Context: an optimization exercise on an open-source flow, tuned for small area. The choices shown serve that exercise and are no tape-out recipe. Only simulation tests tie the RTL to the original design; equivalence was not proved. Power figures rest on the tool's default switching activity, not on a simulated workload.

$ cat design/flow/config.mk
export PLATFORM = sky130hd
export DESIGN_NAME = top
export DESIGN_NICKNAME = top
export VERILOG_FILES = /design/flow/design.v
export SDC_FILE = /design/flow/constraint.sdc
export NUM_CORES = 4
export LEC_CHECK = 0
export CAP_MARGIN = 20
export CORE_MARGIN = 2
export CORE_UTILIZATION = 40
export SLEW_MARGIN = 20
$ cat design/flow/constraint.sdc
create_clock -name core_clock -period 20.0 [get_ports {clk}]
set_input_delay 4.0000 -clock core_clock [delete_from_list [all_inputs] [get_ports {clk}]]
set_output_delay 4.0000 -clock core_clock [all_outputs]
set_load 0.01 [all_outputs]
$ cat design/flow/design.v
module button_counter (
    input clk,
    input reset,
    input inc,
    output reg [3:0] q,
    output carry
);
    assign carry = inc & q[0] & q[3];
    always @(posedge clk) begin
        if (reset)
            q <= 4'd0;
        else begin
            q[0] <= q[0] ^ inc;
            q[1] <= q[1] ^ (inc & q[0] & ~q[3]);
            q[2] <= q[2] ^ (inc & q[0] & q[1]);
            q[3] <= q[3] ^ (inc & q[0] & (q[3] | (q[1] & q[2])));
        end
    end
endmodule
module top (
    input clk,              
    input rst,              
    input [2:0] buttons,    
    input sw_left,          
    input sw_right,         
    output [6:0] segments,  
    output [7:0] anodes     
);
    reg a_d, b_d, c_d;
    always @(posedge clk) begin
        a_d <= buttons[0];
        b_d <= buttons[1];
        c_d <= buttons[2];
    end
    reg coinc, coinc_prev, cp, cp_d;
    always @(posedge clk) begin
        if (rst) begin
            coinc <= 1'b0;
            coinc_prev <= 1'b0;
            cp <= 1'b0;
            cp_d <= 1'b0;
        end else begin
            coinc <= a_d & b_d;
            coinc_prev <= coinc;
            cp <= coinc & ~coinc_prev;
            cp_d <= cp;
        end
    end
    localparam [9:0] SUSP_FIRST = 10'd124;
    reg [9:0] susp;
    wire susp_idle = (susp & 10'b0011011011) == 10'b0000000000;
    wire susp_last = (susp & 10'b0100110111) == 10'b0000000001;
    wire susp_first = (susp & 10'b1011111011) == 10'b0001111000;
    wire susp_start = cp & susp_idle;
    always @(posedge clk) begin
        if (rst | susp_last)
            susp <= 10'd0;
        else
            susp <= {susp[8:0], susp[9] ^ susp[2]} | (susp_start ? SUSP_FIRST : 10'd0);
    end
    wire en = susp_idle | susp_first;
    reg a_state, a_prev, b_state, b_prev;
    always @(posedge clk) begin
        if (rst) begin
            a_state <= 1'b0;
            a_prev <= 1'b0;
            b_state <= 1'b0;
            b_prev <= 1'b0;
        end else if (en) begin
            a_state <= a_d;
            a_prev <= a_state;
            b_state <= b_d;
            b_prev <= b_state;
        end
    end
    wire inc_a = en & a_state & ~a_prev;
    wire inc_b = en & b_state & ~b_prev;
    wire [15:0] digits_a, digits_b, digits_c;
    wire [4:0] carry_a, carry_b, carry_c;
    assign carry_a[0] = inc_a;
    assign carry_b[0] = inc_b;
    assign carry_c[0] = cp_d;
    genvar i;
    generate
        for (i = 0; i < 4; i = i + 1) begin : bcd
            button_counter ca (.clk(clk), .reset(rst), .inc(carry_a[i]),
                               .q(digits_a[4*i+3:4*i]), .carry(carry_a[i+1]));
            button_counter cb (.clk(clk), .reset(rst), .inc(carry_b[i]),
                               .q(digits_b[4*i+3:4*i]), .carry(carry_b[i+1]));
            button_counter cc (.clk(clk), .reset(rst), .inc(carry_c[i]),
                               .q(digits_c[4*i+3:4*i]), .carry(carry_c[i+1]));
        end
    endgenerate
    reg c_prev, c_pulse;
    always @(posedge clk) begin
        if (rst) begin
            c_prev <= 1'b0;
            c_pulse <= 1'b0;
        end else begin
            c_prev <= c_d;
            c_pulse <= c_d & ~c_prev;
        end
    end
    reg measuring;
    reg [2:0] t_hun, s_hun;
    reg [3:0] t_ten, t_one, s_ten, s_one;
    wire timeout = t_hun[2] & t_hun[1] & t_ten[2] & t_ten[1];  
    wire stop = measuring & (c_pulse | timeout);
    wire run = measuring & ~stop;
    wire one9 = t_one[3] & t_one[0];
    wire ten9 = t_ten[3] & t_ten[0];
    always @(posedge clk) begin
        if (rst)
            measuring <= 1'b0;
        else
            measuring <= measuring ? ~(c_pulse | timeout) : cp;
        if (rst | ~run) begin
            t_one <= 4'd0;
            t_ten <= 4'd0;
            t_hun <= 3'd0;
        end else begin
            t_one <= one9 ? 4'd0 : t_one + 4'd1;
            if (one9) begin
                t_ten <= ten9 ? 4'd0 : t_ten + 4'd1;
                if (ten9)
                    t_hun <= t_hun + 3'd1;
            end
        end
        if (rst) begin
            s_one <= 4'd0;
            s_ten <= 4'd0;
            s_hun <= 3'd0;
        end else if (stop) begin
            s_one <= t_one;
            s_ten <= t_ten;
            s_hun <= t_hun;
        end
    end
    wire [15:0] digits_d = {4'd0, 1'b0, s_hun, s_ten, s_one};
    localparam [7:0] SCAN_RESET = 8'd156;
    localparam [7:0] SCAN_FIRST = 8'd188;
    reg [7:0] scan;
    reg [2:0] cur;
    wire tick = (scan & 8'b11111010) == 8'b10010010;
    always @(posedge clk) begin
        if (rst) begin
            scan <= SCAN_RESET;
            cur <= 3'd0;
        end else begin
            scan <= tick ? SCAN_FIRST : {scan[6:0], scan[7] ^ scan[2]};
            cur <= cur + {2'b00, tick};
        end
    end
    wire [1:0] mode = {sw_left, sw_right};
    reg [3:0] digit;
    always @(*) begin
        case (mode)
            2'b00: digit = cur[2] ? digits_b[4*cur[1:0] +: 4] : digits_a[4*cur[1:0] +: 4];
            2'b01: digit = digits_c[4*cur[1:0] +: 4];
            default: digit = digits_d[4*cur[1:0] +: 4];
        endcase
    end
    wire blank = (sw_left & sw_right) | ((sw_left | sw_right) & cur[2]);
    reg [6:0] seg;
    always @(*) begin
        case (digit)
            4'd0: seg = 7'b0000001;
            4'd1: seg = 7'b1001111;
            4'd2: seg = 7'b0010010;
            4'd3: seg = 7'b0000110;
            4'd4: seg = 7'b1001100;
            4'd5: seg = 7'b0100100;
            4'd6: seg = 7'b0100000;
            4'd7: seg = 7'b0001111;
            4'd8: seg = 7'b0000000;
            4'd9: seg = 7'b0000100;
            default: seg = 7'b1111111;
        endcase
    end
    assign segments = seg | {7{blank}};
    assign anodes = (sw_left & sw_right) ? 8'hFF : ~(8'b00000001 << cur);
endmodule
$ cat design/flow/run.sh
#!/bin/bash
# synth_recipe.tcl (not shown) runs the flow's synth.tcl, then flattens the netlist and writes it again
# the make line also repeats each setting of config.mk as NAME=value (left out here)
make -C /OpenROAD-flow-scripts/flow DESIGN_CONFIG=/design/flow/config.mk WORK_HOME=/design/flow/orfs CLKGATE_MAP_FILE= SYNTH_SCRIPT=/design/flow/synth_recipe.tcl finish
==> results of run 1 <==
sequential cells by signal (all words and copies together) (netlist names), 4 cells and up:
name      cells
t_one         4
t_ten         4
susp         10
s_ten         4
bcd.ca.q     16
bcd.cb.q     16
scan          8
s_one         4
bcd.cc.q     16
area by class of cell:
| class | count | area [sq um] |
|---|---|---|
| Multi-Input combinational cell | 367 | 2440 |
| Clock inverter | 7 | 113 |
| Inverter | 12 | 45.0 |
| Timing Repair Buffer | 23 | 220 |
| Fill cell | 1140 | 6100 |
| Clock buffer | 9 | 225 |
| Sequential cell | 105 | 2100 |
| Tap cell | 143 | 179 |
synth_stat cells (3+ instances only):
| cell | n |
|---|---|
| a211oi_1 | 3 |
| a21oi_1 | 28 |
| a22oi_1 | 3 |
| a31oi_1 | 3 |
| and2_1 | 13 |
| clkbuf_1 | 13 |
| dfxtp_1 | 105 |
| ha_1 | 23 |
| inv_1 | 11 |
| mux2_2 | 5 |
| mux2i_1 | 28 |
| nand2_1 | 38 |
| nand2b_1 | 19 |
| nand3_1 | 16 |
| nor2_1 | 60 |
| nor2b_1 | 37 |
| nor3_1 | 4 |
| nor3b_1 | 5 |
| o211ai_1 | 4 |
| o21a_1 | 5 |
| o21ai_0 | 8 |
| o22ai_1 | 4 |
| or3_1 | 4 |
| xnor2_1 | 16 |
| xor2_1 | 17 |
logic make-up after synthesis:
| group | Yosys count |
|---|---|
| xor gates and xnor gates | 33 |
| adders and majority gates | 23 |
| buffers and inverters | 33 |
| and+or+nand+nor | 209 |
| AOI/OAI and AO/OA | 67 |
| DFF | 105 |
| muxes | 35 |
power by group:
part / leakage (nW) / internal (W) / total [W] / switching (W)
Combinational: 1.13 / 0.0000112 / 0.0000239 / 0.0000127
Sequential: 0.851 / 0.000213 / 0.000215 / 0.00000203
Clock: 0.161 / 0.000112 / 0.000195 / 0.0000823
Total: 2.14 / 0.000336 / 0.000433 / 0.0000970
worst max path at each step:
stage | start | slack, ns | depth (start not counted) | endpoint
floorplan | sw_left | 9.90 | 10 | segments[2]
global placement | sw_right | 8.65 | 9 | segments[2]
detailed placement | sw_right | 8.48 | 9 | segments[2]
CTS | sw_right | 8.48 | 9 | segments[2]
global route | sw_right | 8.18 | 9 | segments[2]
finish | sw_right | 8.45 | 9 | segments[2]
per-layer routing:
layer,part of all wire (%),GRT usage (%),up-vias
met5,0,0,-
met4,2.2,6.26,0
met3,4.8,4.37,11
met2,46,23.5,56
met1,47,19.8,1569
li1,-,-,1729
stage by stage:
step / cell area, sq um / cells / setup WS, ns / total power, W / util [%]
floorplan: 4690 / 505 / 9.90 / 0.000236 / -
global placement: 4980 / 650 / 8.65 / 0.000243 / 43.6
detailed placement: 4980 / 650 / 8.48 / 0.000244 / 43.6
CTS: 5320 / 666 / 8.48 / 0.000440 / 46.6
global route: 5320 / 666 / 8.18 / 0.000451 / 46.6
finish: 5320 / 666 / 8.45 / 0.000433 / 46.6
placed cells by master, fill, tap and decap left out, drive strengths merged, types with 4 or more instances in the layout:
cell type and n:
o22ai 4, and2 13, xnor2 16, nand2 38
o21a 5, nor2b 37, clkdlybuf4s50 20, mux2i 28
xor2 17, a21oi 28, mux2 6, clkbuf 9
dfxtp 105, o21ai 8, or3 4, nand2b 19
nor3b 5, nor2 60, nor3 4, o211ai 4
nand3 16, inv 13, nor4 4, ha 23
==> qor.csv, run 1 <==
stage;metric;value;unit
clock_network;CTS Buf Count;9;
sta;Period minus WS final;11.55;ns
global_route;initial antenna violation count;0;
detailed_routing;First-pass DRT Iterations;4;
setup_path;type of element capturing the critical path;primary output;
detailed_routing;final wirelength;8.77;mm
yosys;Post-Synth XOR/XNOR Area;6.16;%
yosys;asr flop ratio synth;0;%
yosys;adder-cell share of the synthesized area;6.14;%
min_path;hold_sp;c_prev$_SDFF_PP0_;
yosys;FF+latch count, synth;105;
yosys;Most used DFF post-synth;dfxtp_1;
min_path;Hold Crit Class;register to register;
global_route;largest net degree at the start of global routing;82;
yosys;largest family of logic cells by synthesized area;simple AND/OR/NAND/NOR gates;
floorplan;Top-Level Pins;22;
floorplan;core area;11400;sq um
clock_network;Clock Tree Buf Depth;2;
sta;Slew headroom;41.5;%
min_path;hold worst-path end;c_pulse$_SDFF_PP0_;
yosys;sequential-to-total area share from yosys stat;44.8;%
yosys;post-synth top area share;44.8;%
layout;Area Overhead vs Synth;13.5;%
sta;Max Clock Skew;0.00611;ns
floorplan;die height;112;um
yosys;Mean Syn Cell Area;9.28;sq um
yosys;Synth Area in Compound Gates;8.86;%
placement;RD Place Congestion;0.832;
setup_path;Reg-to-Reg End;bcd[3].ca.q[1]$_SDFF_PP0_;
yosys;synthesis warning total;2;
layout;nets@finish;548;
floorplan;Die W;112;um
clock_network;Worst-path clk slew;0.07;ns
setup_path;CP required;16.00;ns
setup_path;register-to-register path setup slack;16.73;ns
clock_network;CTS Hold Bufs;0;
sta;final setup violating endpoints;0;
yosys;post-synthesis mux area share;7.98;%
global_route;first-pass GRT wire length;15.2;mm
setup_path;Reg-to-Reg Start;susp[4]$_SDFF_PP0_;
min_path;worst hold path depth;1;
yosys;Synth Cell Area;4690;sq um
yosys;cells after synthesis;505;
sta;TNS Setup;0;ns
sta;Fin. Hold Viols;0;
pwr;Peak supply drop;0.0502;mV
pwr;PwrDens;81.4;nW/um^2
setup_path;Worst EP arrival;7.55;ns
setup_path;Critical Path Slowest Stage Cell;nor4_2;
setup_path;Worst Path Buf+Inv;3;
detailed_routing;DRC;0;
flow_run;max cap viols;0;
sta;fin crit share;57.8;%
floorplan;floorplan row count;39;
sta;hold_ws;0.381;ns
placement;HPWL after DPL;6.26;mm
yosys;leading area contributor after synthesis;dfxtp_1;
sta;unrepaired setup endpoints after global routing;no;
setup_path;CP cell instances;clkdlybuf4s50_1, nor2_1, a21oi_1, nor4_2, inv_1, ha_1, mux2_4, a32oi_1, clkdlybuf4s50_1;
clock_network;CTS tree;done;
sta;worst-margin pin slew;0.871;ns
yosys;EDFF count, synth;0;
layout;layout cells sized above 1;6.12;%
setup_path;most used cell, CP;clkdlybuf4s50_1;
global_route;Congestion Overflow GR;0;
setup_path;CP peak stage delay;0.78;ns
yosys;count of cell types in the netlist;47;
clock_network;CTS resizes;0;
setup_path;critical path's top delay family;buffers and inverters;
yosys;simple-gate portion of the synthesized area;22.8;%
pwr;P_leak;2.14;nW
detailed_routing;WL/cell;13.2;um
sta;f_max;86.6;MHz
detailed_routing;Vias/cell;5.05;
yosys;Synth area leaders;dfxtp_1, ha_1, mux2i_1, nor2b_1, nor2_1;
clock_network;total setup buffers inserted after CTS;0;
yosys;syn nets;535;
floorplan;starting density of the core;41.1;%
sta;max-slew violation count;0;
placement;IO Port Bufs;21;
detailed_routing;drt first-iter violations;245;
global_route;Total Routing Usage GR;15.1;%
setup_path;CP Class;primary input to primary output;
floorplan;DIE AREA;12600;sq um
layout;antenna cell count;0;
status;status;no timing/DRC/antenna violations;
setup_path;Worst Path Max Fanout;19;
clock_network;Root Driver;clkbuf_16;
detailed_routing;Post-DRT Antenna Nets;0;
setup_path;FF-to-FF path depth;14;
setup_path;critical path launch point type;primary input;
clock_network;clock latency (worst-skew pair);0.35;ns
global_route;vias in the first global route;3205;
clock_network;CTS H-tree depth;3;
clock_network;Sink Count;105;
detailed_routing;Vias;3365;
==> inputs of run 2 (changes only) <==
--- a/design/flow/config.mk
+++ b/design/flow/config.mk
@@ -10,2 +10,4 @@
 export CORE_UTILIZATION = 40
+export CTS_BUF_LIST = sky130_fd_sc_hd__clkbuf_8
+export CTS_CLUSTER_SIZE = 20
 export SLEW_MARGIN = 20
==> qor.csv, run 2 <==
stage;metric;value;unit
clock_network;CTS H-tree depth;3;
sta;Slew headroom;41.7;%
setup_path;register-to-register path setup slack;16.77;ns
clock_network;Worst-path clk slew;0.10;ns
setup_path;Reg-to-Reg Start;susp[4]$_SDFF_PP0_;
floorplan;die height;112;um
detailed_routing;final wirelength;8.75;mm
layout;fin area;5220;sq um
status;status;no timing/DRC/antenna violations;
detailed_routing;drt first-iter violations;215;
global_route;initial antenna violation count;0;
detailed_routing;Vias/cell;5.02;
setup_path;Critical Path Slowest Stage Cell;nor4_2;
detailed_routing;DRC;0;
sta;unrepaired setup endpoints after global routing;no;
yosys;asr flop ratio synth;0;%
detailed_routing;Vias;3340;
layout;Largest regs;bcd.ca.q: 16 flops, bcd.cb.q: 16 flops, bcd.cc.q: 16 flops;
clock_network;CTS tree;done;
floorplan;starting density of the core;41.1;%
pwr;Peak supply drop;0.0595;mV
detailed_routing;Post-DRT Antenna Nets;0;
sta;f_max;86.6;MHz
clock_network;CTS Buf Count;9;
yosys;FF+latch count, synth;105;
yosys;EDFF count, synth;0;
yosys;synthesis warning total;2;
setup_path;most used cell, CP;clkdlybuf4s50_1;
setup_path;Worst Path Max Fanout;19;
setup_path;CP peak stage delay;0.78;ns
setup_path;CP Class;primary input to primary output;
placement;RD Place Congestion;0.832;
global_route;largest net degree at the start of global routing;82;
yosys;Synth area leaders;dfxtp_1, ha_1, mux2i_1, nor2b_1, nor2_1;
yosys;Synth Cell Area;4690;sq um
placement;HPWL after DPL;6.26;mm
floorplan;Die W;112;um
yosys;leading area contributor after synthesis;dfxtp_1;
clock_network;Clock Tree Buf Depth;2;
placement;DP Area;4980;sq um
sta;fin crit share;57.7;%
yosys;Mean Syn Cell Area;9.28;sq um
clock_network;clock latency (worst-skew pair);0.39;ns
global_route;Congestion Overflow GR;0;
clock_network;Sink Count;105;
setup_path;CP cell instances;clkdlybuf4s50_1, nor2_1, a21oi_1, nor4_2, inv_1, ha_1, mux2_4, a32oi_1, clkdlybuf4s50_1;
sta;TNS Setup;0;ns
layout;layout cells sized above 1;6.12;%
clock_network;total setup buffers inserted after CTS;0;
yosys;sequential-to-total area share from yosys stat;44.8;%
sta;worst-margin pin slew;0.867;ns
layout;most frequent cells in the layout;dfxtp_1, nor2_1, nand2_1, nor2b_1;
min_path;hold worst-path end;c_pulse$_SDFF_PP0_;
floorplan;core area;11400;sq um
flow_run;max cap viols;0;
yosys;post-synth top area share;44.8;%
sta;Max Clock Skew;0.0153;ns
setup_path;type of element capturing the critical path;primary output;
detailed_routing;WL/cell;13.1;um
yosys;cell with the most instances after synthesis;dfxtp_1;
detailed_routing;First-pass DRT Iterations;4;
layout;most common cell after layout, fill and taps aside;dfxtp_1;
sta;Fin. Hold Viols;0;
sta;max-slew violation count;0;
floorplan;DIE AREA;12600;sq um
global_route;vias in the first global route;3159;
pwr;PwrDens;74.4;nW/um^2
global_route;first-pass GRT wire length;15.1;mm
clock_network;CTS Hold Bufs;0;
setup_path;critical path launch point type;primary input;
min_path;hold_sp;c_prev$_SDFF_PP0_;
yosys;syn nets;535;
floorplan;Top-Level Pins;22;
yosys;Most used DFF post-synth;dfxtp_1;
setup_path;Worst EP arrival;7.54;ns
yosys;Post-synth top cells;dfxtp_1, nor2_1, nand2_1;
layout;fin util;45.7;%
min_path;Hold Crit Class;register to register;
yosys;count of cell types in the netlist;47;
placement;IO Port Bufs;21;
sta;Period minus WS final;11.54;ns
setup_path;Reg-to-Reg End;bcd[3].ca.q[1]$_SDFF_PP0_;
clock_network;CTS resizes;0;
clock_network;Root Driver;clkbuf_8;
setup_path;FF-to-FF path depth;14;
min_path;worst hold path depth;1;
pwr;P_leak;2.09;nW
setup_path;CP required;16.00;ns
sta;hold_ws;0.385;ns
yosys;cells after synthesis;505;
floorplan;floorplan row count;39;
sta;final setup violating endpoints;0;
layout;nets@finish;548;
layout;antenna cell count;0;
layout;Area Overhead vs Synth;11.3;%
global_route;Total Routing Usage GR;15.0;%
-- run 2: changes by cell type in the layout (fill, tap and decap cells not counted) --
| cell | previous run | this run |
|---|---|---|
| clkbuf_16 | 9 | 0 |
| clkbuf_8 | 0 | 9 |
-- run 2: area by class of cell --
cell class                 count  area (sq um)
sequential                   105          2100
timing repair buffer          23           220
multi-input combinational    367          2440
inverter                      12          45.0
tap                          143           179
clock inverter                 7           113
fill                        1145          6200
clock buffer                   9           124
-- run 2: critical path: cells and delay by family --
family,cells,cell delay (ns)
AND/OR/NAND/NOR,2,1.28
adder cells (fa/ha/maj),1,0.25
AO/OA/AOI/OAI,2,0.30
buffers and inverters,3,1.46
multiplexers,1,0.25
-- run 2: logic make-up after synthesis --
kind of cell               synth area share, %
adders and majority gates                 6.14
muxes                                     7.98
xor gates and xnor gates                  6.16
buffers and inverters                     3.18
DFF                                       44.8
and+or+nand+nor                           22.8
AOI/OAI and AO/OA                         8.86
-- run 2: worst max-delay path by stage --
stage                   to  depth (start not counted)  slack [ns]  startpoint
2_1_floorplan  segments[2]                         10        9.90     sw_left
3_5_place_dp   segments[2]                          9        8.48    sw_right
4_1_cts        segments[2]                          9        8.48    sw_right
5_1_grt        segments[2]                          9        8.18    sw_right
6_report       segments[2]                          9        8.46    sw_right
3_3_place_gp   segments[2]                          9        8.65    sw_right
-- run 2: through the flow --
stage,setup WS [ns],std cells,total power [W]
final,8.46,666,0.000389
after global routing,8.18,666,0.000407
after CTS,8.48,666,0.000396
after detailed placement,8.48,650,0.000244
after global placement,8.65,650,0.000243
after floorplan,9.90,505,0.000236
-- run 2: layer usage --
| metal | wire [um] | vias to the layer above | GRT usage, % |
|---|---|---|---|
| met4 | 135 | 0 | 5.12 |
| li1 | - | 1728 | - |
| met3 | 407 | 11 | 4.97 |
| met1 | 4250 | 1553 | 19.6 |
| met5 | 0 | - | 0 |
| met2 | 3960 | 48 | 23.5 |
-- run 2: where the power goes --
group	switching, W	internal (W)	leakage (nW)
sequential	0.00000203	0.000213	0.851
combinational	0.0000128	0.0000112	1.13
clock	0.0000770	0.0000729	0.115
total	0.0000918	0.000297	2.09
==> inputs of run 3 (changes only) <==
--- a/design/flow/config.mk
+++ b/design/flow/config.mk
@@ -10,4 +10,4 @@
 export CORE_UTILIZATION = 40
-export CTS_BUF_LIST = sky130_fd_sc_hd__clkbuf_8
-export CTS_CLUSTER_SIZE = 20
+export CTS_CLUSTER_DIAMETER = 200
+export CTS_CLUSTER_SIZE = 30
 export SLEW_MARGIN = 20
==> qor.csv, run 3 <==
stage;metric;value;unit
detailed_routing;final wirelength;8.77;mm
global_route;vias in the first global route;3205;
sta;worst-margin pin slew;0.871;ns
layout;most common cell after layout, fill and taps aside;dfxtp_1;
clock_network;Worst-path clk slew;0.07;ns
floorplan;die height;112;um
clock_network;total setup buffers inserted after CTS;0;
detailed_routing;WL/cell;13.2;um
yosys;sequential-to-total area share from yosys stat;44.8;%
setup_path;Reg-to-Reg Start;susp[4]$_SDFF_PP0_;
min_path;worst hold path depth;1;
placement;DP Area;4980;sq um
setup_path;register-to-register path setup slack;16.73;ns
sta;final setup violating endpoints;0;
clock_network;Clock Tree Buf Depth;2;
pwr;total power draw;0.000433;W
setup_path;Worst Path Max Fanout;19;
yosys;FF+latch count, synth;105;
layout;Area Overhead vs Synth;13.5;%
detailed_routing;Vias;3365;
global_route;largest net degree at the start of global routing;82;
min_path;hold worst-path end;c_pulse$_SDFF_PP0_;
yosys;EDFF count, synth;0;
floorplan;DIE AREA;12600;sq um
sta;max-slew violation count;0;
setup_path;most used cell, CP;clkdlybuf4s50_1;
clock_network;CTS Hold Bufs;0;
placement;HPWL after DPL;6.26;mm
yosys;count of cell types in the netlist;47;
floorplan;floorplan row count;39;
sta;Period minus WS final;11.55;ns
layout;antenna cell count;0;
setup_path;FF-to-FF path depth;14;
yosys;Synth Cell Area;4690;sq um
sta;worst setup margin;8.45;ns
floorplan;starting density of the core;41.1;%
clock_network;CTS tree;done;
global_route;initial antenna violation count;0;
clock_network;CTS H-tree depth;3;
yosys;cell with the most instances after synthesis;dfxtp_1;
min_path;hold_sp;c_prev$_SDFF_PP0_;
detailed_routing;Post-DRT Antenna Nets;0;
yosys;Synth area leaders;dfxtp_1, ha_1, mux2i_1, nor2b_1, nor2_1;
placement;IO Port Bufs;21;
layout;layout cells sized above 1;6.12;%
clock_network;clock latency (worst-skew pair);0.35;ns
setup_path;CP peak stage delay;0.78;ns
pwr;PwrDens;81.4;nW/um^2
floorplan;core area;11400;sq um
setup_path;Worst EP arrival;7.55;ns
setup_path;critical path launch point type;primary input;
pwr;P_leak;2.14;nW
yosys;syn nets;535;
setup_path;type of element capturing the critical path;primary output;
yosys;Most used DFF post-synth;dfxtp_1;
status;status;no timing/DRC/antenna violations;
sta;unrepaired setup endpoints after global routing;no;
yosys;leading area contributor after synthesis;dfxtp_1;
yosys;Mean Syn Cell Area;9.28;sq um
layout;fin util;46.6;%
clock_network;Sink Count;105;
setup_path;Reg-to-Reg End;bcd[3].ca.q[1]$_SDFF_PP0_;
sta;f_max;86.6;MHz
yosys;post-synth top area share;44.8;%
clock_network;CTS Buf Count;9;
detailed_routing;DRC;0;
pwr;Peak supply drop;0.0502;mV
floorplan;Die W;112;um
sta;TNS Setup;0;ns
placement;RD Place Congestion;0.832;
sta;Slew headroom;41.5;%
global_route;Total Routing Usage GR;15.1;%
layout;fin area;5320;sq um
layout;Largest regs;bcd.ca.q: 16 flops, bcd.cb.q: 16 flops, bcd.cc.q: 16 flops;
layout;nets@finish;548;
yosys;asr flop ratio synth;0;%
setup_path;CP required;16.00;ns
yosys;Post-synth top cells;dfxtp_1, nor2_1, nand2_1;
clock_network;Root Driver;clkbuf_16;
placement;pre-CTS WS;8.48;ns
floorplan;Top-Level Pins;22;
detailed_routing;First-pass DRT Iterations;4;
detailed_routing;drt first-iter violations;245;
yosys;synthesis warning total;2;
sta;Fin. Hold Viols;0;
min_path;Hold Crit Class;register to register;
global_route;first-pass GRT wire length;15.2;mm
sta;fin crit share;57.8;%
sta;Max Clock Skew;0.00611;ns
global_route;Congestion Overflow GR;0;
clock_network;CTS resizes;0;
flow_run;max cap viols;0;
layout;most frequent cells in the layout;dfxtp_1, nor2_1, nand2_1, nor2b_1;
setup_path;Critical Path Slowest Stage Cell;nor4_2;
yosys;cells after synthesis;505;
detailed_routing;Vias/cell;5.05;
setup_path;CP Class;primary input to primary output;
setup_path;CP cell instances;clkdlybuf4s50_1, nor2_1, a21oi_1, nor4_2, inv_1, ha_1, mux2_4, a32oi_1, clkdlybuf4s50_1;
==> run 3: cell families after synthesis <==
| logic type | Yosys count | synth area share [%] |
|---|---|---|
| AND/OR/NAND/NOR | 209 | 22.8 |
| XOR/XNOR | 33 | 6.16 |
| buffers and inverters | 33 | 3.18 |
| multiplexers | 35 | 7.98 |
| AO/OA/AOI/OAI | 67 | 8.86 |
| adder cells (fa/ha/maj) | 23 | 6.14 |
| flip-flops | 105 | 44.8 |
==> run 3: routing by layer <==
metal / up-vias / share of wire, % / wire (um) / global-route usage (%)
li1: 1729 / - / - / -
met1: 1569 / 47 / 4150 / 19.8
met2: 56 / 46 / 4010 / 23.5
met3: 11 / 4.8 / 420 / 4.37
met4: 0 / 2.2 / 193 / 6.26
met5: - / 0 / 0 / 0
==> run 3: stage by stage <==
step                      hold slack [ns]  std cells
after floorplan                     0.367        505
after global placement              0.375        650
after detailed placement            0.371        650
after CTS                           0.382        666
after global routing                0.393        666
final                               0.381        666
==> run 3: worst max path at each step <==
stage / depth (start not counted) / start / endpoint
after global placement: 9 / sw_right / segments[2]
final: 9 / sw_right / segments[2]
after detailed placement: 9 / sw_right / segments[2]
after floorplan: 10 / sw_left / segments[2]
after CTS: 9 / sw_right / segments[2]
after global routing: 9 / sw_right / segments[2]
==> run 3: cell type report <==
| type | count | area (sq um) |
|---|---|---|
| Timing Repair Buffer | 23 | 220 |
| Multi-Input combinational cell | 367 | 2440 |
| Sequential cell | 105 | 2100 |
| Clock buffer | 9 | 225 |
| Clock inverter | 7 | 113 |
| Fill cell | 1140 | 6100 |
| Tap cell | 143 | 179 |
| Inverter | 12 | 45.0 |
==> run 3: worst max-delay path: cells and delay by family <==
family	cells	cell delay, ns
AO/OA/AOI/OAI	2	0.30
buffers and inverters	3	1.47
adder cells (fa/ha/maj)	1	0.25
multiplexers	1	0.25
AND/OR/NAND/NOR	2	1.29
==> run 3: power breakdown <==
group	switching (W)	internal [W]
Clock	0.0000823	0.000112
Combinational	0.0000127	0.0000112
Sequential	0.00000203	0.000213

[separate check: timing with driven ports]
Ports are ideal in the flow. The routed layouts listed here were re-timed in OpenROAD. Step 1 (the two cells are an assumption about what drives the block):
set clk [get_ports {clk}]
set_driving_cell -lib_cell sky130_fd_sc_hd__clkbuf_16 $clk
set_driving_cell -lib_cell sky130_fd_sc_hd__buf_2 [delete_from_list [all_inputs] $clk]
Step 2 also shifts input and output timing later by t, the mid clock arrival at the registers, as if the neighbouring blocks saw the same clock. Slacks: ideal / step 1 / step 2; pairs: ideal / step 1.
run	t, ns	slack for setup (ns)	clock arrival spread, ns	worst slew at a driven data input, ns	cell pins on the clock port's net
run 1	0.385	8.447 / 8.424 / 8.424	0.007 / 0.007	0.04	1
run 2	0.417	8.455 / 8.431 / 8.431	0.016 / 0.015	0.04	1
run 3	0.385	8.447 / 8.424 / 8.424	0.007 / 0.007	0.04	1
After both steps every run listed still meets setup and hold. The setup slack of run 2, which loses most, moves by -0.024 ns with the drivers and by -0.024 ns with both steps.
